Context: an optimization exercise on an open-source flow, tuned for a short achievable clock period. The choices shown serve that exercise and are no tape-out recipe. At most, simulation tests tie the RTL to the original design; equivalence was not proved. The RTL of runs 2 to 7 was laid out without a check of its function. In every run shown here, the design's own scripts or RTL, not TritonCTS, make the clock network. The clock port is modelled as an ideal driver, which makes a skipped or thinned clock tree look cheaper than it is; a real chip needs a root buffer or a tree. Power is estimated from default activity; no workload was simulated.

--- design.v ---
`timescale              1ns/1ps
`default_nettype        none
module EF_PSRAM_CTRL_ahbl (
    input   wire            HCLK,
    input   wire            HRESETn,
    input   wire            HSEL,
    input   wire [31:0]     HADDR,
    input   wire [31:0]     HWDATA,
    input   wire [1:0]      HTRANS,
    input   wire [2:0]      HSIZE,
    input   wire            HWRITE,
    input   wire            HREADY,
    output  wire            HREADYOUT,
    output  wire [31:0]     HRDATA,
    output  wire            sck,
    output  wire            ce_n,
    input   wire [3:0]      din,
    output  wire [3:0]      dout,
    output  wire [3:0]      douten
);
    reg         busy;            
    reg         hro;             
    reg         act;             
    reg         ce_r;            
    reg         sck_i;           
    reg         sck_r;           
    reg         shift;           
    reg [4:0]   cnt;             
    reg [4:0]   last;            
    reg         wr;              
    reg         in_cmd;          
    reg         in_addr;         
    reg         asr_en;          
    reg [23:0]  asr;             
    reg [7:0]   wsel;            
    reg [3:0]   nxt;             
    reg [3:0]   dout_r;
    reg         douten_r;
    reg [3:0]   cap;             
    reg [31:0]  rdata;           
    reg [31:0]  hrdata_r;        
    wire        ahb_addr_phase  = HTRANS[1] & HSEL & HREADY;
    wire        done            = (cnt == last);
    wire        run             = busy & act;
    wire        shift_nx        = busy & ~done & act & ~sck_i;
    always @(posedge HCLK or negedge HRESETn)
        if(!HRESETn) begin
            busy    <= 1'b0;
            hro     <= 1'b0;
            act     <= 1'b0;
            ce_r    <= 1'b0;
            shift   <= 1'b0;
        end else begin
            busy    <= busy ? ~done : ahb_addr_phase;
            hro     <= hro  ? ~done : ahb_addr_phase;
            act     <= hro;
            ce_r    <= busy;
            shift   <= shift_nx;
        end
    always @(posedge HCLK) begin
        sck_i   <= act & ~sck_i;
        sck_r   <= act & ~sck_r;
        cnt     <= run ? cnt + {4'b0, shift} : 5'd0;
        in_cmd  <= run ? in_cmd & ~(shift & (cnt == 5'd6)) : 1'b1;
        in_addr <= run ? (in_addr | (shift & (cnt == 5'd6))) & ~(shift & (cnt == 5'd12)) : 1'b0;
        wsel    <= run ? (shift ? {wsel[6:0], wsel[7]} : wsel) : 8'b0000_1000;
        asr_en  <= shift_nx & ~in_cmd;
        cap[0]  <= shift_nx & ~wr & (cnt[4:1] == 4'd10);
        cap[1]  <= shift_nx & ~wr & (cnt[4:1] == 4'd11);
        cap[2]  <= shift_nx & ~wr & (cnt[4:1] == 4'd12);
        cap[3]  <= shift_nx & ~wr & (cnt[4:1] == 4'd13);
    end
    always @(posedge HCLK)
        if(~busy) begin
            wr      <= HWRITE;
            last    <= HWRITE ? ((HSIZE == 3'd0) ? 5'd15 : (HSIZE == 3'd1) ? 5'd17 : 5'd21)
                              : ((HSIZE == 3'd0) ? 5'd22 : (HSIZE == 3'd1) ? 5'd24 : 5'd28);
        end
    always @(posedge HCLK)
        if(~busy)
            asr     <= {HADDR[3:0], HADDR[7:4], HADDR[11:8],
                        HADDR[15:12], HADDR[19:16], HADDR[23:20]};
        else if(asr_en)
            asr     <= {4'h0, asr[23:4]};
    wire [7:0]  cmd     = wr ? 8'h38 : 8'heb;
    wire [2:0]  cmd_i   = 3'd6 - cnt[2:0];
    wire [31:0] wd_ord  = {HWDATA[27:24], HWDATA[31:28], HWDATA[19:16], HWDATA[23:20],
                           HWDATA[11:8],  HWDATA[15:12], HWDATA[3:0],   HWDATA[7:4]};
    reg  [3:0]  wd_nib;
    integer k;
    always @* begin
        wd_nib = 4'h0;
        for(k = 0; k < 8; k = k + 1)
            wd_nib = wd_nib | ({4{wsel[k]}} & wd_ord[4*k +: 4]);
    end
    always @(posedge HCLK)
        nxt <= in_cmd  ? {3'b000, cmd[cmd_i]} :
               in_addr ? asr[3:0] : wd_nib;
    always @(posedge HCLK) begin
        if(~act)
            dout_r  <= {3'b000, cmd[7]};
        else if(shift)
            dout_r  <= nxt;
        if(~act)
            douten_r <= 1'b1;
        else if(shift & ~wr & ~in_cmd & ~in_addr)
            douten_r <= 1'b0;
    end
    genvar i;
    generate
        for(i = 0; i < 4; i = i + 1) begin : g_byte
            always @(posedge HCLK)
                if(cap[i])
                    rdata[i*8 +: 8] <= {rdata[i*8 +: 4], din};
        end
    endgenerate
    always @(posedge HCLK)
        hrdata_r <= rdata;
    assign HREADYOUT    = ~hro;
    assign HRDATA       = hrdata_r;
    assign sck          = sck_r;
    assign ce_n         = ~ce_r;
    assign dout         = dout_r;
    assign douten       = {4{douten_r}};
endmodule
--- flow/run.sh ---
#!/bin/bash
# Standard ORFS flow, except that after CTS the clock tree is rebuilt as a
# single level: the clock port drives NCLK clkbuf_16 cells, each of which
# drives one balanced cluster of flip-flops (see post_cts.tcl).
set -euo pipefail
here=$(pwd)
export POST_CTS_TCL=$here/flow/post_cts.tcl
export FLOW_NCLK=${FLOW_NCLK:-4}
bash standard.sh finish > $here/standard_make.log 2>&1
--- flow/post_cts.tcl ---
# Rebuild the clock tree made by CTS as one level of clkbuf_16 cells, each
# driving an equal share of the flip-flops, grouped by location.
set block [ord::get_db_block]
set db [ord::get_db]
set nclk $::env(FLOW_NCLK)
set buf_master [$db findMaster sky130_fd_sc_hd__clkbuf_16]
set clk_port_net [$block findNet HCLK]

# flip-flop clock pins reached through the CTS tree
set sinks {}
foreach inst [$block getInsts] {
  set m [$inst getMaster]
  if {[$m isSequential]} {
    foreach it [$inst getITerms] {
      if {[[$it getMTerm] getName] eq "CLK"} { lappend sinks $it }
    }
  }
}
# remove the CTS buffers, load cells and their nets
foreach inst [$block getInsts] {
  set n [$inst getName]
  if {[string match clkbuf_*HCLK* $n] || [string match clkload* $n]} {
    odb::dbInst_destroy $inst
  }
}
foreach net [$block getNets] {
  if {[string match clknet_* [$net getName]]} { odb::dbNet_destroy $net }
}

# split sinks into nclk groups of equal size: first by x, then by y
proc xy {it} {
  set inst [$it getInst]
  set b [$inst getBBox]
  return [list [expr {([$b xMin] + [$b xMax]) / 2}] [expr {([$b yMin] + [$b yMax]) / 2}]]
}
proc split_groups {items n axis} {
  if {$n <= 1} { return [list $items] }
  set keyed {}
  foreach it $items { lappend keyed [list [lindex [xy $it] $axis] $it] }
  set keyed [lsort -integer -index 0 $keyed]
  set n1 [expr {$n / 2}]
  set k [expr {round(double([llength $keyed]) * $n1 / $n)}]
  set a {}; set b {}
  set i 0
  foreach p $keyed {
    if {$i < $k} { lappend a [lindex $p 1] } else { lappend b [lindex $p 1] }
    incr i
  }
  set nx [expr {1 - $axis}]
  return [concat [split_groups $a $n1 $nx] [split_groups $b [expr {$n - $n1}] $nx]]
}
set groups [split_groups $sinks $nclk 0]

set g 0
foreach grp $groups {
  set sx 0; set sy 0
  foreach it $grp { lassign [xy $it] x y; incr sx $x; incr sy $y }
  set cx [expr {$sx / [llength $grp]}]
  set cy [expr {$sy / [llength $grp]}]
  set net [odb::dbNet_create $block clknet_lvl1_$g]
  $net setSigType CLOCK
  set inst [odb::dbInst_create $block $buf_master clkbuf_lvl1_$g]
  $inst setLocation $cx $cy
  $inst setPlacementStatus PLACED
  [$inst findITerm A] connect $clk_port_net
  [$inst findITerm X] connect $net
  foreach it $grp { $it disconnect; $it connect $net }
  puts "clock group $g: [llength $grp] sinks, buffer at $cx $cy"
  incr g
}
$clk_port_net setSigType CLOCK

# port buffers: plain buffers, not delay cells
proc port_buffer_swap {} {
  set block [ord::get_db_block]
  set db [ord::get_db]
  foreach bt [$block getBTerms] {
    set name [$bt getName]
    if {$name eq "HCLK"} { continue }
    set net [$bt getNet]
    if {$net eq "NULL"} { continue }
    set io [$bt getIoType]
    foreach it [$net getITerms] {
      set inst [$it getInst]
      set m [[$inst getMaster] getName]
      if {![regexp {__(buf|clkbuf|dlygate|clkdlybuf|dlymetal|dlybuf)} $m]} { continue }
      if {$io eq "INPUT" && [$it isInputSignal]} {
        set want sky130_fd_sc_hd__buf_4
      } elseif {$io eq "OUTPUT" && [$it isOutputSignal]} {
        set want sky130_fd_sc_hd__buf_6
      } else { continue }
      if {$m ne $want} {
        puts "port $name: [$inst getName] $m -> $want"
        replace_cell [$inst getName] $want
      }
    }
  }
}
port_buffer_swap
detailed_placement
estimate_parasitics -placement
repair_timing_helper
detailed_placement
check_placement -verbose
estimate_parasitics -placement
report_clock_skew
report_worst_slack -max
--- standard.sh ---
#!/bin/bash
# synth_recipe.tcl (not shown) runs the flow's synth.tcl, then flattens the netlist and writes it again
# the make line also repeats each setting of config.mk as NAME=value (left out here)
make -C /OpenROAD-flow-scripts/flow DESIGN_CONFIG=/design/flow/config.mk WORK_HOME=/design/flow/orfs CLKGATE_MAP_FILE= SYNTH_SCRIPT=/design/flow/synth_recipe.tcl "${@:-finish}"
--- config.mk ---
export PLATFORM = sky130hd
export DESIGN_NAME = EF_PSRAM_CTRL_ahbl
export DESIGN_NICKNAME = EF_PSRAM_CTRL_ahbl
export VERILOG_FILES = /design/flow/design.v
export SDC_FILE = /design/flow/constraint.sdc
export NUM_CORES = 4
export LEC_CHECK = 0
export CAP_MARGIN = 20
export CORE_MARGIN = 2
export CORE_UTILIZATION = 40
export SETUP_SLACK_MARGIN = 2.5
export SLEW_MARGIN = 20
--- constraint.sdc ---
create_clock -name core_clock -period 3.5 [get_ports {HCLK}]
set_input_delay 0.7000 -clock core_clock [delete_from_list [all_inputs] [get_ports {HCLK}]]
set_output_delay 0.7000 -clock core_clock [all_outputs]
set_load 0.01 [all_outputs]
==> impl_metrics.csv, run 1 <==
group,metric,value,unit
global_routing,grt_pass1_wl,13600,um
layout,antenna_cells,0,
detailed_routing,ant_nets,0,
worst_setup_path,crit_type,"reg2out",
synth,synth_top_family_by_area,"multiplexers",
synth,syn_inst,285,
power,combPwrFrac,40.3,%
sta,drv_slew,0,
synth,synthAdderAreaFrac,1.71,%
detailed_routing,wl,8800,um
detailed_routing,vias,2724,
power,p_leak,0.00264,uW
worst_setup_path,critPathArrivalTime,0.76,ns
die,core,10800,um^2
detailed_routing,drc,0,
power,sw_frac_of_total,29.0,%
power,power.switching,1330,uW
worst_setup_path,critPathRequiredTime,2.80,ns
layout,drive_above_1_share,63.6,%
power,clock_power_share,12.4,%
sta,rsz0062_at_grt,"true",
sta,skew,0.0181,ns
worst_setup_path,crit_fanout,2,
synth,yosysSeqAreaShare,73.5,%
synth,yosysWarnings,1,
die,die_h,109,um
synth,syn_avg_cell_area,15.4,um^2
outcome,outcome,"timing/DRC/antenna clean",
detailed_routing,drtIter0Drc,100,
die,die_area,11800,um^2
power,seq_power_share,47.3,%
layout,nNetsFinal,514,
clock_network,clock-sinks,129,
sta,setup_viol,0,
worst_setup_path,crit_path_start_kind,"flip-flop",
die,ios,121,
clock_network,clock_latency,0.18,ns
synth,synth_nets,369,
synth,synth_mux_area_share,8.35,%
synth,ys_seq_elements,129,
worst_setup_path,startpoint,"hro",
global_routing,grt_pass1_vias,2733,
layout,area_growth,48.6,%
synth,synth_compound_area_share,5.95,%
power,p_int,3260,uW
global_routing,grt_start_max_net_pins,34,
detailed_routing,drt-vias-per-instance,4.80,
global_routing,antenna_found_initial,0,
power,ir_drop,0.418,mV
layout,fin_util,60.5,%
global_routing,grtUsageTotal,15.1,%
placement,port_buffers,111,
power,p_per_area,704,nW/um^2
layout,fillers,846,
sta,final_hold_viol_count,0,
global_routing,overflow,0,
worst_setup_path,r2r-start,"last[0]",
synth,ys_types,38,
clock_network,clk_pin_slew_worst_paths,0.12,ns
placement,place_hpwl,5680,um
detailed_routing,wl_per_cell,15.5,um
sta,period_minus_slack,1.46,ns
run,max_cap_violations,0,
die,fp.dieW,109,um
die,fp-row-count,38,
synth,synthesis.area,4390,um^2
sta,timing.fmax,684,MHz
worst_hold_path,hp-class,"in2async",
synth,synth_xor_area_share,1.97,%
placement,routabilityCongestion,0.756,
worst_setup_path,worstSetupEndpointType,"output pin",
sta,period_share,41.8,%
sta,relSlewSlack,74.9,%
synth,yosys.area_share.simple,5.75,%
sta,setup_tns,0,ns
die,start_util,40.7,%
detailed_routing,firstDrtPassIters,4,
sta,worst_pin_slew,0.377,ns
==> layout make-up <==
cell class | instances | area, um^2 | area share, %
Buffer | 4 | 100 | 1.53
Sequential cell | 129 | 3310 | 50.7
Tap cell | 140 | 175 | 2.68
Inverter | 11 | 50.0 | 0.767
Timing Repair Buffer | 149 | 1510 | 23.2
Multi-Input combinational cell | 135 | 1380 | 21.1
==> per-stage QoR <==
| step | instance area [um^2] | cells | total power (uW) | setup WS, ns | hold WS (ns) |
|---|---|---|---|---|---|
| global route | 6530 | 568 | 4830 | 2.01 | 0.285 |
| floorplan | 4590 | 285 | 2960 | 2.03 | 0.323 |
| global placement | 5770 | 524 | 3240 | 1.54 | 0.324 |
| finish | 6530 | 568 | 4590 | 2.04 | 0.292 |
| detailed placement | 5770 | 524 | 3270 | 1.53 | 0.328 |
==> power groups by stage <==
stage | registers (uW) | logic [uW] | clock network (uW)
after floorplan | 2100 | 863 | 0
after global routing | 2210 | 1980 | 637
final | 2170 | 1850 | 569
after detailed placement | 2220 | 1050 | 0
after global placement | 2210 | 1030 | 0
==> synth_stat cells <==
cell      count  area [um^2]
mux2i_1      13          130
xor2_2        1         16.3
buf_4         5         37.5
a221oi_1      4         35.0
o211ai_1      1         7.51
o41ai_1       1         8.76
mux2_2       21          236
xor2_1        1         8.76
dfrtp_1       5          125
buf_6         1         11.3
nand3_1       7         35.0
o21ai_0       3         15.0
a41oi_1       1         8.76
nor2_2        1         6.26
inv_2         1         3.75
nand4_1       1         6.26
a21oi_1       6         30.0
o21bai_1      3         22.5
clkbuf_1      3         11.3
o21ba_2       1         10.0
nand2b_1      3         18.8
dfxtp_1      62         1240
and3_1        2         12.5
nand3_2       1         10.0
nor3_1        4         20.0
nor4_1        2         12.5
buf_2         4         20.0
a31oi_1       3         18.8
edfxtp_1     62         1860
nor2_1       12         45.0
nand2_1       8         30.0
o31ai_4       1         21.3
xnor2_1       7         61.3
a222oi_1      4         40.0
a22o_1        5         43.8
nor2b_1       9         56.3
inv_1        10         37.5
ha_1          6         75.1
==> critical path, cell delays in order (launching register included) <==
cell     delay (ns)
dfrtp_1        0.41
inv_2          0.08
buf_6          0.10
==> kinds of logic (layout without fill, tap and decap cells) <==
logic type | Yosys count | count (layout)
AOI/OAI and AO/OA | 33 | 33
xor gates and xnor gates | 9 | 9
adders and majority gates | 6 | 6
buffers and inverters | 24 | 164
DFF | 129 | 129
muxes | 34 | 34
and+or+nand+nor | 50 | 53
==> cell usage in the layout, fill, tap and decap left out, types with 5 or more instances in the layout <==
cell type,n
dfxtp_1,15
dfxtp_4,7
edfxtp_1,62
nand2_1,6
a22o_1,5
buf_4,69
mux2_2,8
inv_2,5
nor2b_1,9
a21oi_1,5
nor2_1,10
dfxtp_2,40
buf_6,70
mux2_4,13
nand3_2,5
mux2i_1,13
==> flip-flops by register name (all words and copies together), names as in the netlist, 4 cells and up <==
register and flops:
nxt 4, dout_r 4, hrdata_r 32, rdata 32, cnt 5, asr 24
cap 4, last 5, wsel 8
==> routing by layer <==
metal	GRT usage (%)	vias up	part of all wire, %
li1	-	1322	-
met1	18.7	1330	42
met2	26.2	62	52
met3	4.42	10	4.7
met4	3.30	0	1.1
met5	0	-	0
==> path summary, 6_finish.rpt <==
check,slack (ns),to,depth (start not counted)
setup reg to reg,2.20,cap[3],5
hold / removal,0.29,ce_r,1
max in group asynchronous,3.09,shift,1
hold reg to reg,0.35,hrdata_r[29],0
min in group core_clock,0.35,hrdata_r[29],0
setup / recovery,2.04,HREADYOUT,2
==> inputs of run 2 (changes only) <==
--- a/design.v
+++ b/design.v
@@ -38,7 +38,6 @@
     reg         douten_r;
     reg [3:0]   cap;             
     reg [31:0]  rdata;           
-    reg [31:0]  hrdata_r;        
     wire        ahb_addr_phase  = HTRANS[1] & HSEL & HREADY;
     wire        done            = (cnt == last);
     wire        run             = busy & act;
@@ -114,10 +113,8 @@
                     rdata[i*8 +: 8] <= {rdata[i*8 +: 4], din};
         end
     endgenerate
-    always @(posedge HCLK)
-        hrdata_r <= rdata;
     assign HREADYOUT    = ~hro;
-    assign HRDATA       = hrdata_r;
+    assign HRDATA       = rdata;
     assign sck          = sck_r;
     assign ce_n         = ~ce_r;
     assign dout         = dout_r;
==> impl_metrics.csv, run 2 <==
group,metric,value,unit
power,combPwrFrac,50.1,%
global_routing,grt_pass1_vias,2683,
synth,synthesis.area,3750,um^2
power,ir_drop,0.375,mV
synth,ys_types,38,
synth,synth_xor_area_share,2.30,%
die,start_util,40.9,%
synth,synth_most_common_cell,"edfxtp_1",
global_routing,overflow,0,
worst_setup_path,crit_path_cell_trace,"buf_6, a22o_1, a221oi_2, nand3_1, a22o_1",
worst_setup_path,critPathRequiredTime,3.56,ns
synth,yosys.area.top_type_share,49.7,%
worst_setup_path,path_buf_inv,1,
global_routing,antenna_found_initial,0,
clock_network,clock-sinks,97,
synth,syn_avg_cell_area,14.9,um^2
clock_network,clock_latency,0.16,ns
clock_network,clk_pin_slew_worst_paths,0.10,ns
synth,synth_compound_area_share,6.98,%
sta,skew,0.00959,ns
power,power.switching,1400,uW
placement,pre_cts_ws,1.49,ns
worst_setup_path,critPathArrivalTime,1.55,ns
power,p_int,3200,uW
synth,yosysSeqAreaShare,69.0,%
synth,synth_edf_count,62,
sta,drv_slew,0,
synth,synthTopCellsByArea,"edfxtp_1 50%, dfxtp_1 16%, mux2_2 6.0%",
layout,nNetsFinal,506,
worst_setup_path,cp_common_cell,"a22o_1",
layout,drive_above_1_share,63.8,%
global_routing,grtUsageTotal,17.4,%
synth,synth_common_cells,"62 x edfxtp_1, 30 x dfxtp_1, 20 x mux2_2, 14 x mux2i_1, 12 x nor2_1",
synth,synth_top_cell_by_area,"edfxtp_1",
synth,ys_seq_elements,97,
detailed_routing,wl_per_cell,16.8,um
sta,final_hold_viol_count,0,
global_routing,grt_pass1_wl,13600,um
worst_setup_path,crit_path_start_kind,"input pin",
sta,setup_viol,0,
synth,yosys.area_share.simple,6.68,%
sta,period_minus_slack,1.49,ns
power,seq_power_share,39.5,%
die,fp.dieW,101,um
sta,setup_slack,2.01,ns
synth,syn_inst,252,
detailed_routing,drtIter0Drc,115,
placement,port_buffers,111,
synth,synth_mux_area_share,9.75,%
synth,synthAdderAreaFrac,2.00,%
detailed_routing,wl,8900,um
worst_setup_path,crit_fanout,1,
layout,top_regs,"rdata: 32 flops, asr: 24 flops, wsel: 8 flops",
placement,place_hpwl,5320,um
detailed_routing,vias,2671,
detailed_routing,drt-vias-per-instance,5.03,
layout,largest-register,"rdata",
layout,final_common_cell,"buf_6",
detailed_routing,firstDrtPassIters,4,
worst_setup_path,crit_slowest_cell,"a22o_1",
die,die_h,101,um
sta,relSlewSlack,75.5,%
layout,final_cell_mix,"80 x buf_6, 77 x buf_4, 62 x edfxtp_1, 18 x dfxtp_1, 13 x mux2i_1",
sta,timing.fmax,670,MHz
sta,setup_tns,0,ns
synth,yosysWarnings,1,
global_routing,grt_start_max_net_pins,26,
sta,worst_pin_slew,0.367,ns
power,p_per_area,747,nW/um^2
detailed_routing,ant_nets,0,
layout,antenna_cells,0,
die,fp-row-count,35,
die,core,9150,um^2
worst_setup_path,max_stage_delay,0.23,ns
sta,rsz0062_at_grt,"true",
layout,largest_reg_flops,32,
die,die_area,10200,um^2
worst_setup_path,worstSetupEndpointType,"flip-flop",
die,ios,121,
synth,yosys_most_used_dff,"edfxtp_1",
run,max_cap_violations,0,
synth,async_flop_share,5.15,%
worst_hold_path,hp-class,"in2async",
power,sw_frac_of_total,30.5,%
synth,synth_nets,336,
placement,routabilityCongestion,0.765,
outcome,outcome,"timing/DRC/antenna clean",
power,clock_power_share,10.4,%
worst_setup_path,crit_type,"in2reg",
layout,area_growth,64.2,%
synth,synth_top_family_by_area,"multiplexers",
worst_setup_path,crit_family,"compound AO/OA/AOI/OAI gates",
detailed_routing,drc,0,
power,p_leak,0.00250,uW
sta,period_share,42.6,%
## run 2: changes by cell type in the layout (fill, tap and decap cells not counted), moves of 5 or more
cell	previous run	this run
nor2_1	10	5
buf_8	3	8
buf_6	70	80
buf_4	69	77
dfxtp_2	40	8
## run 2: area by class of cell
type | count | area, um^2
buffer | 4 | 100
fill | 662 | 3000
inverter | 11 | 50.0
multi-input combinational | 134 | 1430
sequential | 97 | 2620
tap | 111 | 139
timing repair buffer | 174 | 1810
## run 2: final timing paths
| check | startpoint | end | slack [ns] | depth (start not counted) |
|---|---|---|---|---|
| worst max register to register | busy | asr[18] | 2.08 | 5 |
| max in group asynchronous | HRESETn | shift | 3.06 | 1 |
| worst max-delay path | HWDATA[20] | nxt[0] | 2.01 | 5 |
| worst min register to register | sck_r | sck_r | 0.41 | 1 |
| min in group core_clock | sck_r | sck_r | 0.41 | 1 |
| worst min-delay path | HRESETn | ce_r | 0.32 | 1 |
## run 2: through the flow
| stage | hold slack, ns | area, um^2 | utilization [%] | total power (uW) | cells |
|---|---|---|---|---|---|
| 2_1_floorplan | 0.373 | 3910 | - | 2600 | 252 |
| 3_3_place_gp | 0.383 | 5040 | 55.1 | 2870 | 462 |
| 3_5_place_dp | 0.385 | 5040 | 55.1 | 2890 | 462 |
| 6_report | 0.318 | 6150 | 67.2 | 4600 | 531 |
| 5_1_grt | 0.307 | 6150 | 67.2 | 4850 | 531 |
## run 2: power by group through the flow
| stage | logic, uW | registers [uW] | clock network [uW] |
|---|---|---|---|
| after floorplan | 861 | 1730 | 0 |
| after global placement | 1010 | 1860 | 0 |
| after detailed placement | 1030 | 1860 | 0 |
| after global routing | 2460 | 1850 | 538 |
| final | 2300 | 1820 | 480 |
## run 2: kinds of logic after synthesis
kind of cell    Yosys count
flops                    97
buf+inv                  24
compound gates           33
simple gates             49
mux                      34
fa+ha+maj                 6
xor+xnor                  9
## run 2: per-layer routing
layer | part of all wire [%] | track usage (%)
met1 | 41 | 22.5
met2 | 52 | 29.3
met3 | 5.2 | 3.74
met4 | 1.6 | 5.58
met5 | 0 | 0
==> inputs of run 3 (changes only) <==
--- a/config.mk
+++ b/config.mk
@@ -7,6 +7,6 @@
 export LEC_CHECK = 0
 export CAP_MARGIN = 20
 export CORE_MARGIN = 2
-export CORE_UTILIZATION = 40
+export CORE_UTILIZATION = 50
 export SETUP_SLACK_MARGIN = 2.5
 export SLEW_MARGIN = 20
==> impl_metrics.csv, run 3 <==
group,metric,value,unit
layout,nNetsFinal,490,
sta,timing.fmax,677,MHz
detailed_routing,ant_nets,0,
detailed_routing,wl_met1,3700,um
global_routing,grt_start_max_net_pins,26,
synth,synthTopCellsByArea,"edfxtp_1 50%, dfxtp_1 16%, mux2_2 6.0%",
synth,yosys.area.top_type_share,49.7,%
sta,period_minus_slack,1.48,ns
layout,largest_reg_flops,32,
worst_setup_path,rrSetupSlack,2.12,ns
detailed_routing,wl_per_cell,18.6,um
sta,drv_slew,0,
synth,yosys_most_used_dff,"edfxtp_1",
synth,synth_nets,336,
die,fp-row-count,31,
synth,yosysSeqAreaShare,69.0,%
die,start_util,51.7,%
layout,antenna_cells,0,
die,die_h,90.6,um
worst_setup_path,crit_slowest_cell,"a22o_1",
synth,synth_most_common_cell,"edfxtp_1",
detailed_routing,drt-vias-per-instance,5.25,
worst_setup_path,crit_fanout,1,
detailed_routing,drc,0,
sta,rsz0062_at_grt,"true",
layout,area_growth,57.8,%
detailed_routing,wl,9340,um
power,p_leak,0.00243,uW
placement,place_hpwl,5230,um
synth,synth_top_family_by_area,"multiplexers",
worst_setup_path,crit_path_cell_trace,"buf_4, a22o_1, a221oi_2, nand3_1, a22o_1",
layout,final_cell_mix,"80 x buf_4, 65 x buf_6, 62 x edfxtp_1, 17 x dfxtp_1, 15 x mux2_4",
synth,syn_inst,252,
placement,port_buffers,111,
outcome,outcome,"timing/DRC/antenna clean",
synth,ys_types,38,
detailed_routing,top_layer_used,"met4",
worst_setup_path,max_stage_delay,0.23,ns
synth,synth_edf_count,62,
synth,synthAdderAreaFrac,2.00,%
synth,ys_seq_elements,97,
layout,final_common_cell,"buf_4",
sta,relSlewSlack,74.4,%
global_routing,grt_pass1_vias,2762,
sta,setup_viol,0,
power,ir_drop,0.577,mV
sta,period_share,42.2,%
worst_hold_path,hp-class,"in2async",
layout,largest-register,"rdata",
synth,synth_mux_area_share,9.75,%
detailed_routing,firstDrtPassIters,4,
worst_setup_path,path_buf_inv,1,
die,fp.dieW,90.6,um
sta,skew,0.0102,ns
synth,synth_top_cell_by_area,"edfxtp_1",
sta,setup_slack,2.02,ns
layout,top_regs,"rdata: 32 flops, asr: 24 flops, wsel: 8 flops",
global_routing,overflow,0,
detailed_routing,wl_met3,435,um
sta,setup_tns,0,ns
clock_network,clk_pin_slew_worst_paths,0.09,ns
clock_network,clock-sinks,97,
run,max_cap_violations,0,
die,die_area,8200,um^2
synth,synth_xor_area_share,2.30,%
power,p_per_area,730,nW/um^2
synth,async_flop_share,5.15,%
placement,pre_cts_ws,1.50,ns
synth,synth_common_cells,"62 x edfxtp_1, 30 x dfxtp_1, 20 x mux2_2, 14 x mux2i_1, 12 x nor2_1",
detailed_routing,met2_length,5000,um
worst_setup_path,cp_common_cell,"a22o_1",
worst_setup_path,r2r-start,"cnt[0]",
placement,routabilityCongestion,0.794,
sta,whs,0.319,ns
synth,synth_compound_area_share,6.98,%
global_routing,antenna_found_initial,0,
worst_setup_path,crit_family,"compound AO/OA/AOI/OAI gates",
global_routing,grtUsageTotal,22.1,%
clock_network,clock_latency,0.16,ns
worst_setup_path,critPathRequiredTime,3.55,ns
synth,yosys.area_share.simple,6.68,%
layout,stdcell_area,5910,um^2
worst_setup_path,crit_path_start_kind,"input pin",
worst_setup_path,reg2reg_depth,5,
die,ios,121,
global_routing,grt_pass1_wl,14200,um
synth,yosysWarnings,1,
detailed_routing,drtIter0Drc,85,
worst_setup_path,worstSetupEndpointType,"flip-flop",
synth,syn_avg_cell_area,14.9,um^2
synth,synthesis.area,3750,um^2
sta,final_hold_viol_count,0,
sta,worst_pin_slew,0.384,ns
placement,placed_area,5020,um^2
layout,drive_above_1_share,60.4,%
die,core,7250,um^2
worst_setup_path,critPathArrivalTime,1.53,ns
detailed_routing,vias,2639,
worst_setup_path,crit_type,"in2reg",
worst_setup_path,r2r-end,"nxt[0]",
[run 3: cell counts after synthesis]
No cell type changed its count.
[run 3: cells by family (layout without fill, tap and decap cells)]
kind of cell             Yosys count  after routing
flip-flops                        97             97
AND/OR/NAND/NOR                   49             52
multiplexers                      34             34
AO/OA/AOI/OAI                     33             33
buffers and inverters             24            173
XOR/XNOR                           9              9
adder cells (fa/ha/maj)            6              6
[run 3: metal layers]
metal  global-route usage (%)  vias up
met5                        0        -
met4                     7.69        0
met3                     3.59       16
met2                     40.4       89
met1                     26.3     1290
li1                         -     1244
[run 3: final cells by class]
type | instances | area [um^2]
buffer | 4 | 100
fill | 424 | 1340
inverter | 11 | 50.0
multi-input combinational | 134 | 1410
sequential | 97 | 2630
tap | 99 | 124
timing repair buffer | 158 | 1600
[run 3: worst reg2reg max path, stage by stage, from the launching register on]
cell and delay, ns:
dfxtp_4 0.39, inv_2 0.07, ha_4 0.29, mux2i_1 0.21, o21ai_1 0.12, a22o_1 0.19
[run 3: how the worst max path moves through the flow]
stage / startpoint / endpoint / slack, ns / cells after the start
3_5_place_dp: HWDATA[20] / nxt[0] / 1.50 / 5
3_3_place_gp: HWDATA[20] / nxt[0] / 1.51 / 5
2_1_floorplan: HWDATA[20] / nxt[0] / 2.03 / 4
5_1_grt: HWDATA[20] / nxt[0] / 1.98 / 5
6_report: HWDATA[20] / nxt[0] / 2.02 / 5
[run 3: power by group]
part / internal [uW] / leakage (uW) / switching (uW) / total, uW
combinational: 1160 / 0.00152 / 852 / 2010
clock: 210 / 0.0000493 / 272 / 482
sequential: 1580 / 0.000860 / 243 / 1830
[run 3: through the flow]
stage | std cells | utilization (%) | power, uW
3_5_place_dp | 450 | 69.3 | 2900
2_1_floorplan | 252 | - | 2600
5_1_grt | 503 | 81.5 | 4510
6_report | 503 | 81.5 | 4320
3_3_place_gp | 450 | 69.3 | 2850
==> inputs of run 4 (changes only) <==
--- a/design.v
+++ b/design.v
@@ -33,6 +33,7 @@
     reg         asr_en;          
     reg [23:0]  asr;             
     reg [7:0]   wsel;            
+    reg [3:0]   wdn;             
     reg [3:0]   nxt;             
     reg [3:0]   dout_r;
     reg         douten_r;
@@ -41,6 +42,7 @@
     wire        ahb_addr_phase  = HTRANS[1] & HSEL & HREADY;
     wire        done            = (cnt == last);
     wire        run             = busy & act;
+    wire [7:0]  wsel_nx         = run ? (shift ? {wsel[6:0], wsel[7]} : wsel) : 8'b0000_1000;
     wire        shift_nx        = busy & ~done & act & ~sck_i;
     always @(posedge HCLK or negedge HRESETn)
         if(!HRESETn) begin
@@ -62,7 +64,7 @@
         cnt     <= run ? cnt + {4'b0, shift} : 5'd0;
         in_cmd  <= run ? in_cmd & ~(shift & (cnt == 5'd6)) : 1'b1;
         in_addr <= run ? (in_addr | (shift & (cnt == 5'd6))) & ~(shift & (cnt == 5'd12)) : 1'b0;
-        wsel    <= run ? (shift ? {wsel[6:0], wsel[7]} : wsel) : 8'b0000_1000;
+        wsel    <= wsel_nx;
         asr_en  <= shift_nx & ~in_cmd;
         cap[0]  <= shift_nx & ~wr & (cnt[4:1] == 4'd10);
         cap[1]  <= shift_nx & ~wr & (cnt[4:1] == 4'd11);
@@ -90,11 +92,13 @@
     always @* begin
         wd_nib = 4'h0;
         for(k = 0; k < 8; k = k + 1)
-            wd_nib = wd_nib | ({4{wsel[k]}} & wd_ord[4*k +: 4]);
+            wd_nib = wd_nib | ({4{wsel_nx[k]}} & wd_ord[4*k +: 4]);
     end
-    always @(posedge HCLK)
+    always @(posedge HCLK) begin
+        wdn <= wd_nib;
         nxt <= in_cmd  ? {3'b000, cmd[cmd_i]} :
-               in_addr ? asr[3:0] : wd_nib;
+               in_addr ? asr[3:0] : wdn;
+    end
     always @(posedge HCLK) begin
         if(~act)
             dout_r  <= {3'b000, cmd[7]};
==> impl_metrics.csv, run 4 <==
group,metric,value,unit
outcome,outcome,"timing/DRC/antenna clean",
worst_setup_path,crit_slowest_cell,"dfrtp_4",
global_routing,antenna_found_initial,0,
placement,port_buffers,111,
sta,setup_viol,0,
sta,rsz0062_at_grt,"true",
global_routing,grt_pass1_wl,13900,um
die,fp.dieW,91.9,um
worst_setup_path,r2r-start,"shift",
power,p_per_area,783,nW/um^2
clock_network,clk_pin_slew_worst_paths,0.11,ns
sta,setup_tns,0,ns
sta,timing.fmax,614,MHz
worst_setup_path,critPathRequiredTime,3.53,ns
detailed_routing,ant_nets,0,
worst_setup_path,worstSetupEndpointType,"flip-flop",
layout,stdcell_area,6290,um^2
die,fp-row-count,32,
synth,synth_top_cell_by_area,"edfxtp_1",
detailed_routing,wl_per_cell,18.7,um
die,start_util,50.7,%
detailed_routing,wl,9930,um
global_routing,overflow,0,
layout,largest_reg_flops,32,
clock_network,clock-sinks,101,
power,ir_drop,0.499,mV
synth,ys_seq_elements,101,
layout,fillers,410,
detailed_routing,firstDrtPassIters,4,
layout,antenna_cells,0,
die,die_h,91.9,um
placement,placed_cells,463,
clock_network,clock_latency,0.17,ns
detailed_routing,vias,2778,
layout,final_common_cell,"buf_4",
worst_setup_path,crit_path_start_kind,"flip-flop",
worst_setup_path,critPathArrivalTime,1.66,ns
detailed_routing,drtIter0Drc,106,
worst_setup_path,crit_type,"reg2reg",
sta,final_hold_viol_count,0,
synth,synth_nets,348,
power,p_leak,0.00253,uW
global_routing,grt_start_max_net_pins,27,
layout,largest-register,"rdata",
layout,area_growth,63.0,%
synth,async_flop_share,4.95,%
sta,relSlewSlack,76.2,%
worst_setup_path,max_stage_delay,0.58,ns
placement,routabilityCongestion,0.813,
layout,multi_input_area,1630,um^2
synth,ys_types,33,
layout,drive_above_1_share,65.7,%
placement,place_hpwl,5030,um
synth,syn_avg_cell_area,14.6,um^2
synth,yosys.area.top_type_share,48.2,%
synth,yosys_most_used_dff,"edfxtp_1",
die,ios,121,
synth,synthesis.area,3860,um^2
synth,synth_most_common_cell,"edfxtp_1",
die,die_area,8440,um^2
layout,stdcell_count,531,
die,core,7610,um^2
placement,placed_area,5180,um^2
detailed_routing,drt-vias-per-instance,5.23,
detailed_routing,drc,0,
synth,syn_inst,264,
layout,register_area,2700,um^2
sta,period_share,46.5,%
sta,period_minus_slack,1.63,ns
synth,synth_common_cells,"62 x edfxtp_1, 34 x dfxtp_1, 20 x mux2_2, 17 x mux2i_1, 16 x nor2_1",
synth,synth_edf_count,62,
worst_hold_path,hp-class,"in2async",
sta,drv_slew,0,
worst_setup_path,startpoint,"shift",
worst_setup_path,crit_fanout,6,
layout,final_cell_mix,"91 x buf_4, 72 x buf_6, 62 x edfxtp_1, 24 x dfxtp_1, 16 x mux2_4",
synth,yosysSeqAreaShare,69.1,%
layout,nNetsFinal,515,
worst_setup_path,crit_path_cell_trace,"mux2i_1, nand3_2, a2111oi_2, nand3_1",
sta,skew,0.0175,ns
sta,worst_pin_slew,0.356,ns
synth,synthTopCellsByArea,"edfxtp_1 48%, dfxtp_1 18%, mux2_2 5.8%",
global_routing,grtUsageTotal,21.4,%
run,max_cap_violations,0,
synth,yosysWarnings,1,
global_routing,grt_pass1_vias,2741,
layout,top_regs,"rdata: 32 flops, asr: 24 flops, wsel: 8 flops",
## run 4: logic make-up (layout without fill, tap and decap cells)
group,Yosys count,after routing,synth area share (%)
flops,101,101,69.1
simple gates,60,63,8.07
mux,37,37,10.2
compound gates,26,26,5.19
buf+inv,25,187,3.37
xor+xnor,9,9,2.04
fa+ha+maj,6,6,1.95
## run 4: report_power, final
group	total, uW	switching, uW	internal (uW)
Sequential	1900	252	1650
Clock	502	292	211
Combinational	2520	1100	1420
## run 4: layout make-up
class / instances / share of cell area (%)
tap: 102 / 2.03
timing repair buffer: 173 / 26.9
sequential: 101 / 42.9
inverter: 10 / 0.776
buffer: 4 / 1.59
multi-input combinational: 141 / 25.9
## run 4: routing by layer
metal / wire length (um) / track usage [%]
met1: 4020 / 27.4
met2: 5120 / 37.3
met3: 619 / 4.52
met4: 163 / 5.60
met5: 0 / 0
## run 4: worst max-delay path: cells and delay by family, from the launching register on
kind,cells,cell delay (ns)
simple gates,2,0.32
compound gates,1,0.35
flops,1,0.58
mux,1,0.24
## run 4: per-stage QoR
step | power (uW) | hold WS, ns | worst slack (ns) | util (%)
after floorplan | 2800 | 0.373 | 2.14 | -
after global placement | 3070 | 0.379 | 1.57 | 68.1
after detailed placement | 3110 | 0.388 | 1.57 | 68.1
after global routing | 5130 | 0.301 | 1.84 | 82.7
final | 4920 | 0.305 | 1.87 | 82.7
## run 4: worst paths after layout
| check | end | slack [ns] | cells after the start |
|---|---|---|---|
| max | wdn[0] | 1.87 | 4 |
| min | ce_r | 0.30 | 1 |
| max reg2reg | wdn[0] | 1.87 | 4 |
| min reg2reg | sck_r | 0.42 | 1 |
| max in group asynchronous | shift | 3.08 | 1 |
| min in group core_clock | sck_r | 0.42 | 1 |
==> inputs of run 5 (changes only) <==
--- a/config.mk
+++ b/config.mk
@@ -7,6 +7,6 @@
 export LEC_CHECK = 0
 export CAP_MARGIN = 20
 export CORE_MARGIN = 2
-export CORE_UTILIZATION = 50
+export CORE_UTILIZATION = 40
 export SETUP_SLACK_MARGIN = 2.5
 export SLEW_MARGIN = 20
==> impl_metrics.csv, run 5 <==
group,metric,value,unit
outcome,outcome,"timing/DRC/antenna clean",
global_routing,grt_pass1_wl,13300,um
synth,synthesis.area,3860,um^2
global_routing,overflow,0,
detailed_routing,drt-vias-per-instance,4.78,
synth,synth_top_cell_by_area,"edfxtp_1",
sta,rsz0062_at_grt,"true",
run,max_cap_violations,0,
clock_network,clock_latency,0.16,ns
layout,stdcell_count,557,
worst_setup_path,crit_fanout,6,
layout,final_common_cell,"buf_4",
clock_network,clock-sinks,101,
power,p_leak,0.00251,uW
die,fp.dieW,102,um
worst_setup_path,crit_slowest_cell,"dfrtp_4",
worst_setup_path,r2r-start,"shift",
layout,largest-register,"rdata",
global_routing,antenna_found_initial,0,
synth,yosysWarnings,1,
detailed_routing,wl,8880,um
die,ios,121,
sta,period_share,44.8,%
detailed_routing,firstDrtPassIters,4,
synth,ys_types,33,
worst_setup_path,rrSetupSlack,1.93,ns
worst_hold_path,hp-class,"in2async",
worst_setup_path,r2r-end,"wdn[3]",
sta,drv_slew,0,
die,fp-row-count,35,
layout,fillers,712,
global_routing,grt_start_max_net_pins,27,
worst_setup_path,cp.depth,6,
worst_setup_path,critPathRequiredTime,3.51,ns
synth,synth_most_common_cell,"edfxtp_1",
synth,yosys.area.top_type_share,48.2,%
worst_setup_path,startpoint,"shift",
detailed_routing,wl_per_cell,15.9,um
worst_setup_path,max_stage_delay,0.51,ns
detailed_routing,ant_nets,0,
global_routing,grtUsageTotal,16.9,%
synth,synth_edf_count,62,
worst_setup_path,critPathArrivalTime,1.58,ns
sta,setup_tns,0,ns
sta,skew,0.0106,ns
sta,worst_pin_slew,0.354,ns
synth,synth_common_cells,"62 x edfxtp_1, 34 x dfxtp_1, 20 x mux2_2, 17 x mux2i_1, 16 x nor2_1",
layout,multi_input_area,1530,um^2
synth,syn_inst,264,
placement,routabilityCongestion,0.764,
detailed_routing,drc,0,
synth,ys_seq_elements,101,
die,die_area,10400,um^2
worst_setup_path,worstSetupEndpointType,"flip-flop",
power,ir_drop,0.434,mV
synth,synth_nets,348,
placement,placed_cells,490,
layout,largest_reg_flops,32,
synth,syn_avg_cell_area,14.6,um^2
sta,period_minus_slack,1.57,ns
worst_setup_path,path_buf_inv,2,
worst_setup_path,reg2reg_depth,6,
worst_setup_path,crit_path_start_kind,"flip-flop",
layout,nNetsFinal,514,
worst_setup_path,crit_type,"reg2reg",
layout,antenna_cells,0,
layout,final_cell_mix,"90 x buf_4, 67 x buf_6, 62 x edfxtp_1, 23 x dfxtp_1, 13 x mux2_4",
detailed_routing,drtIter0Drc,83,
synth,async_flop_share,4.95,%
layout,top_regs,"rdata: 32 flops, asr: 24 flops, wsel: 8 flops",
clock_network,clk_pin_slew_worst_paths,0.10,ns
sta,setup_viol,0,
detailed_routing,vias,2665,
power,p_per_area,764,nW/um^2
sta,relSlewSlack,76.4,%
worst_setup_path,endpoint,"wdn[3]",
worst_setup_path,crit_family,"flip-flops",
worst_setup_path,crit_path_cell_trace,"buf_6, mux2i_4, buf_4, nor2_4, a22oi_2, nand4_1",
global_routing,grt_pass1_vias,2635,
layout,area_growth,62.2,%
die,die_h,102,um
layout,drive_above_1_share,64.0,%
sta,final_hold_viol_count,0,
placement,place_hpwl,5460,um
synth,synthTopCellsByArea,"edfxtp_1 48%, dfxtp_1 18%, mux2_2 5.8%",
synth,yosys_most_used_dff,"edfxtp_1",
placement,port_buffers,111,
sta,timing.fmax,638,MHz
die,start_util,41.6,%
synth,yosysSeqAreaShare,69.1,%
die,core,9280,um^2
layout,register_area,2700,um^2
sta,whs,0.310,ns
## run 5: stage by stage
| stage | utilization [%] | setup WS [ns] | power (uW) | cell area [um^2] |
|---|---|---|---|---|
| after floorplan | - | 2.14 | 2800 | 4070 |
| after global placement | 56.2 | 1.55 | 3100 | 5210 |
| after detailed placement | 56.2 | 1.52 | 3130 | 5210 |
| after global routing | 67.4 | 1.81 | 5030 | 6260 |
| final | 67.4 | 1.93 | 4780 | 6260 |
## run 5: layer usage
metal,GRT usage (%),share of wire (%)
met5,0,0
met4,4.00,1.2
met3,3.90,6.5
met2,28.1,50
met1,22.6,42
## run 5: how the worst min path moves through the flow
| stage | depth (start not counted) | slack (ns) | endpoint |
|---|---|---|---|
| after floorplan | 0 | 0.37 | act |
| after global placement | 0 | 0.38 | act |
| after detailed placement | 1 | 0.39 | sck_r |
| after global routing | 1 | 0.31 | ce_r |
| final | 1 | 0.31 | act |
## run 5: kinds of logic after synthesis
family,Yosys count,synth area share (%)
simple gates,60,8.07
compound gates,26,5.19
flops,101,69.1
buf+inv,25,3.37
xor+xnor,9,2.04
mux,37,10.2
fa+ha+maj,6,1.95
## run 5: power breakdown
| part | internal (uW) | total, uW | switching (uW) |
|---|---|---|---|
| clock | 210 | 494 | 284 |
| sequential | 1650 | 1870 | 224 |
| combinational | 1410 | 2420 | 1010 |
| total | 3260 | 4780 | 1520 |
## run 5: cell type report
type                    count  area share (%)
multi-input cells         141            24.5
well taps                 129            2.58
flip-flops and latches    101            43.1
repair buffers            172            27.5
inverters                  10           0.700
plain buffers               4            1.60
==> inputs of run 6 (changes only) <==
--- a/design.v
+++ b/design.v
@@ -25,6 +25,7 @@
     reg         sck_i;           
     reg         sck_r;           
     reg         shift;           
+    reg         idle;            
     reg [4:0]   cnt;             
     reg [4:0]   last;            
     reg         wr;              
@@ -42,7 +43,6 @@
     wire        ahb_addr_phase  = HTRANS[1] & HSEL & HREADY;
     wire        done            = (cnt == last);
     wire        run             = busy & act;
-    wire [7:0]  wsel_nx         = run ? (shift ? {wsel[6:0], wsel[7]} : wsel) : 8'b0000_1000;
     wire        shift_nx        = busy & ~done & act & ~sck_i;
     always @(posedge HCLK or negedge HRESETn)
         if(!HRESETn) begin
@@ -50,21 +50,25 @@
             hro     <= 1'b0;
             act     <= 1'b0;
             ce_r    <= 1'b0;
-            shift   <= 1'b0;
         end else begin
             busy    <= busy ? ~done : ahb_addr_phase;
             hro     <= hro  ? ~done : ahb_addr_phase;
             act     <= hro;
             ce_r    <= busy;
-            shift   <= shift_nx;
         end
+    always @(posedge HCLK or negedge HRESETn)
+        if(!HRESETn)
+            idle    <= 1'b1;
+        else
+            idle    <= busy ? done : ~ahb_addr_phase;
     always @(posedge HCLK) begin
+        shift   <= shift_nx;
         sck_i   <= act & ~sck_i;
         sck_r   <= act & ~sck_r;
         cnt     <= run ? cnt + {4'b0, shift} : 5'd0;
         in_cmd  <= run ? in_cmd & ~(shift & (cnt == 5'd6)) : 1'b1;
         in_addr <= run ? (in_addr | (shift & (cnt == 5'd6))) & ~(shift & (cnt == 5'd12)) : 1'b0;
-        wsel    <= wsel_nx;
+        wsel    <= run ? (shift_nx ? {wsel[6:0], wsel[7]} : wsel) : 8'b0000_1000;
         asr_en  <= shift_nx & ~in_cmd;
         cap[0]  <= shift_nx & ~wr & (cnt[4:1] == 4'd10);
         cap[1]  <= shift_nx & ~wr & (cnt[4:1] == 4'd11);
@@ -72,13 +76,13 @@
         cap[3]  <= shift_nx & ~wr & (cnt[4:1] == 4'd13);
     end
     always @(posedge HCLK)
-        if(~busy) begin
+        if(idle) begin
             wr      <= HWRITE;
             last    <= HWRITE ? ((HSIZE == 3'd0) ? 5'd15 : (HSIZE == 3'd1) ? 5'd17 : 5'd21)
                               : ((HSIZE == 3'd0) ? 5'd22 : (HSIZE == 3'd1) ? 5'd24 : 5'd28);
         end
     always @(posedge HCLK)
-        if(~busy)
+        if(idle)
             asr     <= {HADDR[3:0], HADDR[7:4], HADDR[11:8],
                         HADDR[15:12], HADDR[19:16], HADDR[23:20]};
         else if(asr_en)
@@ -92,7 +96,7 @@
     always @* begin
         wd_nib = 4'h0;
         for(k = 0; k < 8; k = k + 1)
-            wd_nib = wd_nib | ({4{wsel_nx[k]}} & wd_ord[4*k +: 4]);
+            wd_nib = wd_nib | ({4{wsel[k]}} & wd_ord[4*k +: 4]);
     end
     always @(posedge HCLK) begin
         wdn <= wd_nib;
==> impl_metrics.csv, run 6 <==
group,metric,value,unit
global_routing,grt_pass1_vias,2906,
die,fp-row-count,36,
die,core,9860,um^2
synth,yosys.area.top_type_share,45.6,%
sta,timing.fmax,684,MHz
layout,largest_reg_flops,32,
synth,synth_most_common_cell,"edfxtp_1",
power,p_total,4310,uW
synth,synthesis.area,4090,um^2
die,ios,121,
power,ir_drop,0.386,mV
outcome,outcome,"timing/DRC/antenna clean",
detailed_routing,drtIter0Drc,81,
die,die_area,11000,um^2
sta,period_share,41.8,%
synth,synth_common_cells,"62 x edfxtp_1, 35 x dfxtp_1, 20 x mux2_2, 16 x a22oi_1, 14 x nand4_1",
global_routing,grtUsageMet2,30.7,%
detailed_routing,firstDrtPassIters,4,
worst_setup_path,crit_path_start_kind,"flip-flop",
synth,yosys_most_used_dff,"edfxtp_1",
detailed_routing,drc,0,
detailed_routing,vias,2861,
synth,yosysSeqAreaShare,65.8,%
layout,fillers,757,
layout,final_cell_mix,"67 x buf_6, 66 x buf_4, 62 x edfxtp_1, 23 x dfxtp_1, 21 x mux2_4",
synth,synth_top_cell_by_area,"edfxtp_1",
global_routing,grtUsageTotal,17.8,%
global_routing,grtUsageMet3,3.81,%
synth,ys_types,42,
die,fp.dieW,105,um
global_routing,antenna_found_initial,0,
synth,synth_nets,377,
layout,register_area,2730,um^2
synth,syn_avg_cell_area,13.9,um^2
worst_setup_path,critPathArrivalTime,1.38,ns
worst_setup_path,crit_type,"reg2reg",
placement,port_buffers,111,
sta,period_minus_slack,1.46,ns
sta,rsz0062_at_grt,"true",
power,p_per_area,684,nW/um^2
clock_network,clk_pin_slew_worst_paths,0.10,ns
worst_setup_path,worstSetupEndpointType,"flip-flop",
die,start_util,41.4,%
global_routing,grt_start_max_net_pins,27,
die,die_h,105,um
global_routing,grt_pass1_wl,15300,um
synth,synthTopCellsByArea,"edfxtp_1 46%, dfxtp_1 17%, mux2_2 5.5%",
synth,syn_inst,293,
detailed_routing,wl,9850,um
synth,yosysWarnings,1,
sta,final_hold_viol_count,0,
worst_hold_path,hp-class,"in2async",
detailed_routing,drt-vias-per-instance,5.08,
placement,place_hpwl,6020,um
synth,async_flop_share,4.90,%
sta,setup_viol,0,
worst_setup_path,critPathRequiredTime,3.42,ns
sta,drv_slew,0,
worst_setup_path,crit_fanout,5,
detailed_routing,ant_nets,0,
clock_network,clock-sinks,102,
global_routing,overflow,0,
sta,setup_tns,0,ns
placement,routabilityCongestion,0.818,
layout,final_common_cell,"buf_6",
synth,synth_edf_count,62,
worst_setup_path,reg2reg_depth,3,
power,p_leak,0.00249,uW
layout,largest-register,"rdata",
layout,antenna_cells,0,
detailed_routing,wl_per_cell,17.5,um
clock_network,clock_latency,0.17,ns
synth,ys_seq_elements,102,
layout,area_growth,54.2,%
sta,worst_pin_slew,0.395,ns
global_routing,gr-usage-met1,22.8,%
layout,multi_input_area,1720,um^2
layout,nNetsFinal,516,
global_routing,busiest_layer,"met2",
layout,top_regs,"rdata: 32 flops, asr: 24 flops, wsel: 8 flops",
sta,relSlewSlack,73.6,%
layout,drive_above_1_share,60.0,%
run,max_cap_violations,0,
sta,skew,0.0124,ns
==> run 6: cell types whose count changed after synthesis, sizes merged, moves of 3 or more <==
| cell | before | now |
|---|---|---|
| mux2i | 17 | 9 |
| nand2b | 3 | 7 |
| nor3b | 3 | 0 |
| nor3 | 4 | 8 |
| and3 | 2 | 8 |
| xnor2 | 6 | 3 |
| nor2 | 16 | 8 |
| clkbuf | 4 | 7 |
| xor2 | 3 | 6 |
| a32oi | 0 | 7 |
| nand4 | 4 | 14 |
| and2 | 0 | 6 |
| nor2b | 11 | 7 |
==> run 6: cell type report <==
cell class	instances	area share, %
Buffer	4	1.59
Inverter	11	0.814
Multi-Input combinational cell	166	27.2
Sequential cell	102	43.2
Tap cell	133	2.64
Timing Repair Buffer	147	24.5
==> run 6: logic make-up after synthesis <==
family,share of synthesized area [%]
flip-flops,65.8
AND/OR/NAND/NOR,11.2
AO/OA/AOI/OAI,6.55
buffers and inverters,4.01
multiplexers,8.08
XOR/XNOR,2.48
adder cells (fa/ha/maj),1.84
==> run 6: path summary, 6_finish.rpt <==
kind | startpoint | to | slack [ns]
min in group core_clock | hro | act | 0.41
setup / recovery | idle | asr[5] | 2.04
setup reg to reg | idle | asr[5] | 2.04
max in group asynchronous | HRESETn | idle | 3.00
hold / removal | HRESETn | busy | 0.31
hold reg to reg | hro | act | 0.41
==> run 6: routing by layer <==
metal	routed length [um]	share of wire, %
met4	75	0.76
met1	4220	43
met5	0	0
met2	5010	51
met3	542	5.5
==> run 6: critical path: stages (launching register included) <==
cell and delay (ns):
dfstp_4 0.66, buf_12 0.13, buf_16 0.12, mux2_4 0.30
==> run 6: through the flow <==
step | hold WS [ns] | util [%] | setup WS, ns | instance area, um^2 | cells
finish | 0.313 | 63.9 | 2.04 | 6300 | 563
global placement | 0.380 | 55.5 | 1.69 | 5480 | 518
detailed placement | 0.387 | 55.5 | 1.70 | 5480 | 518
floorplan | 0.373 | - | 2.06 | 4390 | 293
global route | 0.307 | 63.9 | 2.02 | 6300 | 563
==> run 6: power breakdown <==
part           leakage, uW  switching, uW  internal (uW)
Clock            0.0000493            293            211
Combinational      0.00153            738           1040
Sequential        0.000904            355           1670
==> inputs of run 7 (changes only) <==
--- a/config.mk
+++ b/config.mk
@@ -7,6 +7,6 @@
 export LEC_CHECK = 0
 export CAP_MARGIN = 20
 export CORE_MARGIN = 2
-export CORE_UTILIZATION = 40
-export SETUP_SLACK_MARGIN = 2.5
+export CORE_UTILIZATION = 45
+export SETUP_SLACK_MARGIN = 2.2
 export SLEW_MARGIN = 20
==> impl_metrics.csv, run 7 <==
group,metric,value,unit
placement,pre_cts_ws,1.44,ns
sta,setup_tns,0,ns
global_routing,grt_start_max_net_pins,27,
layout,stdcell_count,537,
synth,ys_seq_elements,102,
clock_network,clock-sinks,102,
synth,yosysSeqAreaShare,65.8,%
worst_setup_path,crit_fanout,5,
die,core,8760,um^2
synth,synth_compound_area_share,6.55,%
power,p_leak,0.00240,uW
placement,place_hpwl,5910,um
global_routing,overflow,0,
run,max_cap_violations,0,
die,fp-row-count,34,
detailed_routing,vias,2819,
layout,final_cell_mix,"88 x buf_4, 62 x edfxtp_1, 50 x buf_6, 24 x dfxtp_1, 21 x mux2_4",
die,ios,121,
sta,drv_slew,0,
layout,drive_above_1_share,51.3,%
placement,placed_cells,493,
synth,synth_common_cells,"62 x edfxtp_1, 35 x dfxtp_1, 20 x mux2_2, 16 x a22oi_1, 14 x nand4_1",
detailed_routing,wl,9410,um
detailed_routing,ant_nets,0,
outcome,outcome,"timing/DRC/antenna clean",
worst_hold_path,hp-class,"in2async",
synth,yosys.area_share.simple,11.2,%
sta,setup_slack,1.99,ns
global_routing,antenna_found_initial,0,
synth,yosys.area.top_type_share,45.6,%
synth,synthesis.area,4090,um^2
worst_setup_path,crit_path_start_kind,"flip-flop",
worst_setup_path,startpoint,"idle",
die,die_area,9860,um^2
layout,antenna_cells,0,
sta,setup_viol,0,
synth,synth_top_cell_by_area,"edfxtp_1",
sta,rsz0062_at_grt,"true",
worst_setup_path,crit_type,"reg2reg",
synth,synth_edf_count,62,
global_routing,grtUsageTotal,19.7,%
global_routing,grt_pass1_wl,15000,um
clock_network,clk_pin_slew_worst_paths,0.10,ns
global_routing,grt_pass1_vias,2939,
sta,relSlewSlack,75.4,%
layout,stdcell_area,5880,um^2
layout,largest_reg_flops,32,
synth,syn_inst,293,
synth,yosys_most_used_dff,"edfxtp_1",
sta,worst_pin_slew,0.368,ns
detailed_routing,wl_per_cell,17.5,um
worst_setup_path,r2r-start,"idle",
placement,routabilityCongestion,0.747,
detailed_routing,firstDrtPassIters,4,
layout,top_regs,"rdata: 32 flops, asr: 24 flops, wsel: 8 flops",
layout,largest-register,"rdata",
synth,async_flop_share,4.90,%
detailed_routing,drc,0,
detailed_routing,drtIter0Drc,54,
power,ir_drop,0.328,mV
synth,synth_top_family_by_area,"simple AND/OR/NAND/NOR gates",
synth,yosysWarnings,1,
sta,final_hold_viol_count,0,
synth,synth_most_common_cell,"edfxtp_1",
sta,timing.fmax,663,MHz
synth,ys_types,42,
layout,nNetsFinal,515,
worst_setup_path,critPathArrivalTime,1.42,ns
worst_setup_path,worstSetupEndpointType,"flip-flop",
clock_network,clock_latency,0.16,ns
synth,synth_nets,377,
sta,period_share,43.1,%
synth,syn_avg_cell_area,13.9,um^2
synth,synth_mux_area_share,8.08,%
layout,final_common_cell,"buf_4",
worst_setup_path,critPathRequiredTime,3.42,ns
power,p_per_area,676,nW/um^2
layout,area_growth,43.9,%
synth,synthTopCellsByArea,"edfxtp_1 46%, dfxtp_1 17%, mux2_2 5.5%",
detailed_routing,drt-vias-per-instance,5.25,
die,fp.dieW,99.3,um
placement,placed_area,5270,um^2
synth,synthAdderAreaFrac,1.84,%
placement,port_buffers,111,
sta,period_minus_slack,1.51,ns
die,die_h,99.3,um
die,start_util,46.6,%
sta,skew,0.0122,ns
synth,synth_xor_area_share,2.48,%
[run 7: changes by cell type in the layout (fill, tap and decap cells not counted), moves of 4 or more]
cell	before	now
a22oi_1	0	16
a22oi_2	16	0
a32oi_1	3	7
a32oi_2	4	0
buf_4	66	88
buf_6	67	50
ha_1	0	4
ha_4	6	2
nand2b_1	3	7
nand2b_4	4	0
nand3_1	5	10
nand3_2	5	0
[run 7: final timing paths]
check                      endpoint  slack [ns]  cells past startpoint
max                          asr[7]        1.99                      3
min                             hro        0.31                      1
max reg2reg                  asr[7]        1.99                      3
min reg2reg                     act        0.40                      0
max in group asynchronous      idle        3.00                      1
min in group core_clock         act        0.40                      0
[run 7: layout make-up]
class                   count  area [um^2]
multi-input cells         164         1450
fillers                   677         2880
well taps                 108          135
flip-flops and latches    102         2720
plain buffers               4          100
repair buffers            148         1430
inverters                  11         41.3
[run 7: worst max-delay path: stages (launching register included)]
cell and delay (ns):
dfstp_4 0.71, buf_12 0.13, buf_12 0.12, mux2_4 0.30
[run 7: metrics by stage]
step                power (uW)  hold WS (ns)  util (%)
finish                    3970         0.311      67.1
global route              4220         0.299      67.1
detailed placement        3080         0.364      60.1
global placement          3030         0.361      60.1
floorplan                 2750         0.354         -
[run 7: report_power, final]
| part | total [uW] | internal, uW | switching, uW |
|---|---|---|---|
| Sequential | 1990 | 1670 | 318 |
| Clock | 491 | 210 | 281 |
| Combinational | 1500 | 852 | 643 |
| Total | 3970 | 2730 | 1240 |
[run 7: routing by layer]
| metal | up-vias | GRT usage (%) | part of all wire [%] |
|---|---|---|---|
| met3 | 8 | 4.99 | 6.6 |
| met4 | 0 | 4.43 | 1.7 |
| li1 | 1358 | - | - |
| met2 | 103 | 33.5 | 50 |
| met1 | 1350 | 25.5 | 42 |
| met5 | - | 0 | 0 |
[run 7: cells by family (layout without fill, tap and decap cells)]
group                    Yosys count  after routing
AO/OA/AOI/OAI                     36             36
XOR/XNOR                           9              9
adder cells (fa/ha/maj)            6              6
buffers and inverters             30            163
flip-flops                       102            102
multiplexers                      30             30
AND/OR/NAND/NOR                   80             83
==> inputs of run 8 (changes only) <==
--- a/design.v
+++ b/design.v
@@ -25,7 +25,7 @@
     reg         sck_i;           
     reg         sck_r;           
     reg         shift;           
-    reg         idle;            
+    reg [1:0]   busy_a;          
     reg [4:0]   cnt;             
     reg [4:0]   last;            
     reg         wr;              
@@ -58,9 +58,11 @@
         end
     always @(posedge HCLK or negedge HRESETn)
         if(!HRESETn)
-            idle    <= 1'b1;
-        else
-            idle    <= busy ? done : ~ahb_addr_phase;
+            busy_a  <= 2'b00;
+        else begin
+            busy_a[0] <= busy_a[0] ? ~done : ahb_addr_phase;
+            busy_a[1] <= busy_a[1] ? ~done : ahb_addr_phase;
+        end
     always @(posedge HCLK) begin
         shift   <= shift_nx;
         sck_i   <= act & ~sck_i;
@@ -76,17 +78,21 @@
         cap[3]  <= shift_nx & ~wr & (cnt[4:1] == 4'd13);
     end
     always @(posedge HCLK)
-        if(idle) begin
+        if(~busy_a[0]) begin
             wr      <= HWRITE;
             last    <= HWRITE ? ((HSIZE == 3'd0) ? 5'd15 : (HSIZE == 3'd1) ? 5'd17 : 5'd21)
                               : ((HSIZE == 3'd0) ? 5'd22 : (HSIZE == 3'd1) ? 5'd24 : 5'd28);
         end
-    always @(posedge HCLK)
-        if(idle)
-            asr     <= {HADDR[3:0], HADDR[7:4], HADDR[11:8],
-                        HADDR[15:12], HADDR[19:16], HADDR[23:20]};
+    always @(posedge HCLK) begin
+        if(~busy_a[0])
+            asr[11:0]   <= {HADDR[15:12], HADDR[19:16], HADDR[23:20]};
         else if(asr_en)
-            asr     <= {4'h0, asr[23:4]};
+            asr[11:0]   <= asr[15:4];
+        if(~busy_a[1])
+            asr[23:12]  <= {HADDR[3:0], HADDR[7:4], HADDR[11:8]};
+        else if(asr_en)
+            asr[23:12]  <= {4'h0, asr[23:16]};
+    end
     wire [7:0]  cmd     = wr ? 8'h38 : 8'heb;
     wire [2:0]  cmd_i   = 3'd6 - cnt[2:0];
     wire [31:0] wd_ord  = {HWDATA[27:24], HWDATA[31:28], HWDATA[19:16], HWDATA[23:20],
--- a/config.mk
+++ b/config.mk
@@ -7,6 +7,6 @@
 export LEC_CHECK = 0
 export CAP_MARGIN = 20
 export CORE_MARGIN = 2
-export CORE_UTILIZATION = 45
-export SETUP_SLACK_MARGIN = 2.2
+export CORE_UTILIZATION = 40
+export SETUP_SLACK_MARGIN = 2.5
 export SLEW_MARGIN = 20
==> impl_metrics.csv, run 8 <==
group,metric,value,unit
sta,period_share,40.9,%
worst_setup_path,crit_fanout,2,
clock_network,clock_latency,0.17,ns
layout,antenna_cells,0,
sta,final_hold_viol_count,0,
placement,pre_cts_ws,1.57,ns
synth,ys_seq_elements,103,
layout,multi_input_area,1770,um^2
sta,timing.fmax,698,MHz
synth,synth_top_family_by_area,"simple AND/OR/NAND/NOR gates",
die,die_area,11100,um^2
synth,synth_common_cells,"62 x edfxtp_1, 35 x dfxtp_1, 20 x mux2_1, 16 x a22oi_1, 12 x nand4_1",
detailed_routing,firstDrtPassIters,4,
power,ir_drop,0.363,mV
worst_setup_path,crit_slowest_cell,"edfxtp_1",
sta,period_minus_slack,1.43,ns
sta,drv_slew,0,
synth,yosys.area_share.simple,11.3,%
detailed_routing,vias,2899,
die,die_h,105,um
synth,yosys_most_used_dff,"edfxtp_1",
sta,setup_tns,0,ns
placement,port_buffers,111,
synth,synth_top_cell_by_area,"edfxtp_1",
run,max_cap_violations,0,
synth,yosys.area.top_type_share,45.4,%
sta,relSlewSlack,71.9,%
sta,setup_slack,2.07,ns
power,p_leak,0.00254,uW
synth,yosysWarnings,1,
synth,synthAdderAreaFrac,1.83,%
worst_setup_path,critPathRequiredTime,2.80,ns
sta,setup_viol,0,
global_routing,overflow,0,
layout,final_cell_mix,"72 x buf_6, 71 x buf_4, 62 x edfxtp_1, 22 x dfxtp_1, 20 x mux2_4",
die,fp-row-count,36,
clock_network,clock-sinks,103,
worst_setup_path,worstSetupEndpointType,"output pin",
synth,async_flop_share,5.83,%
synth,ys_types,41,
worst_hold_path,hp-class,"in2async",
synth,syn_inst,297,
layout,top_regs,"rdata: 32 flops, asr: 24 flops, wsel: 8 flops",
sta,worst_pin_slew,0.422,ns
detailed_routing,drtIter0Drc,128,
layout,register_area,2750,um^2
layout,drive_above_1_share,61.2,%
global_routing,grt_pass1_wl,14700,um
detailed_routing,wl,9300,um
die,ios,121,
layout,nNetsFinal,522,
die,start_util,41.5,%
worst_setup_path,critPathArrivalTime,0.73,ns
global_routing,antenna_found_initial,0,
synth,synthTopCellsByArea,"edfxtp_1 45%, dfxtp_1 17%, mux2_1 5.5%",
global_routing,grtUsageTotal,16.7,%
synth,synth_mux_area_share,8.18,%
synth,synth_most_common_cell,"edfxtp_1",
power,p_per_area,691,nW/um^2
placement,routabilityCongestion,0.749,
worst_setup_path,crit_family,"flip-flops",
synth,synth_edf_count,62,
detailed_routing,drt-vias-per-instance,5.09,
synth,yosysSeqAreaShare,66.2,%
worst_setup_path,crit_path_start_kind,"flip-flop",
synth,synth_nets,381,
outcome,outcome,"timing/DRC/antenna clean",
worst_setup_path,path_buf_inv,1,
detailed_routing,drc,0,
global_routing,grt_start_max_net_pins,27,
layout,area_growth,53.7,%
synth,synth_xor_area_share,2.11,%
layout,fillers,740,
sta,rsz0062_at_grt,"true",
synth,synth_compound_area_share,6.66,%
global_routing,grt_pass1_vias,2964,
worst_setup_path,max_stage_delay,0.43,ns
worst_setup_path,crit_type,"reg2out",
sta,skew,0.0143,ns
worst_setup_path,crit_path_cell_trace,"buf_6",
synth,synthesis.area,4100,um^2
die,core,9860,um^2
synth,syn_avg_cell_area,13.8,um^2
detailed_routing,wl_per_cell,16.3,um
die,fp.dieW,105,um
layout,final_common_cell,"buf_6",
layout,largest_reg_flops,32,
layout,largest-register,"rdata",
detailed_routing,ant_nets,0,
placement,place_hpwl,6000,um
clock_network,clk_pin_slew_worst_paths,0.10,ns
[run 8: cell types whose count changed in the layout (fill, tap and decap cells not counted), sizes merged, moves of 2 or more]
cell / previous run / this run
or2: 5 / 1
dfrtp: 4 / 6
nor3: 8 / 6
nand2b: 7 / 11
nor4: 1 / 3
nand4: 14 / 12
and2: 6 / 4
mux2i: 9 / 11
nor2b: 7 / 11
[run 8: path summary, 6_finish.rpt]
| check | start | cells after the start | to | slack [ns] |
|---|---|---|---|---|
| worst max register to register | last[0] | 5 | wsel[2] | 2.08 |
| worst min register to register | hro | 0 | act | 0.41 |
| min in group core_clock | hro | 0 | act | 0.41 |
| worst min-delay path | HRESETn | 1 | ce_r | 0.31 |
| max in group asynchronous | HRESETn | 1 | busy_a[0] | 3.06 |
| worst max-delay path | rdata[25] | 1 | HRDATA[25] | 2.07 |
[run 8: through the flow]
step           utilization (%)  cells  hold slack [ns]  total power, uW  instance area [um^2]
2_1_floorplan                -    297            0.373             2950                  4450
3_3_place_gp              56.5    523            0.378             3220                  5570
3_5_place_dp              56.5    523            0.380             3260                  5570
5_1_grt                   63.8    569            0.311             4590                  6300
6_report                  63.8    569            0.314             4350                  6300
[run 8: power by group]
part	internal [uW]	switching, uW
clock	210	287
combinational	1060	790
sequential	1660	343
[run 8: cell families after synthesis]
kind of cell,after synthesis
xor gates and xnor gates,9
muxes,31
AOI/OAI and AO/OA,36
adders and majority gates,6
and+or+nand+nor,82
buffers and inverters,30
DFF,103
[run 8: layer usage]
metal	up-vias	wire length, um	GRT usage, %
met5	-	0	0
met4	0	123	3.43
met3	12	381	3.96
met2	76	4800	29.4
met1	1429	4000	21.1
li1	1382	-	-
[run 8: cell type report]
class | count | area share, %
tap | 133 | 2.64
inverter | 12 | 0.954
buffer | 4 | 1.59
sequential | 103 | 43.7
timing repair buffer | 149 | 22.9
multi-input combinational | 168 | 28.2

[port drivers added, routing unchanged]
In the flow no input, the clock included, has a driving cell. The finished layouts below were timed again as built, in two steps. Step 1 sets driving cells, clkbuf_16 on the clock port and buf_2 on the other inputs (assumed; they add their load-dependent delay and slew). Step 2 times the ports against the registers' clock, not the clock port: input delays grow and output delays shrink by t, the midpoint of the rising clock arrivals with the driver on. a / b / c = ideal ports / drivers / drivers and shift; a / b = the first two.
run | t (ns) | setup WS [ns]
run 1 | 0.253 | 2.038 / 1.956 / 1.859
run 2 | 0.234 | 2.008 / 1.996 / 1.822
run 3 | 0.230 | 2.023 / 1.983 / 1.847
run 4 | 0.236 | 1.871 / 1.871 / 1.871
run 5 | 0.236 | 1.934 / 1.934 / 1.934
run 6 | 0.234 | 2.038 / 1.980 / 2.038
run 7 | 0.237 | 1.991 / 1.991 / 1.991
run 8 | 0.234 | 2.067 / 1.990 / 2.082
After both steps every run listed still meets setup and hold.
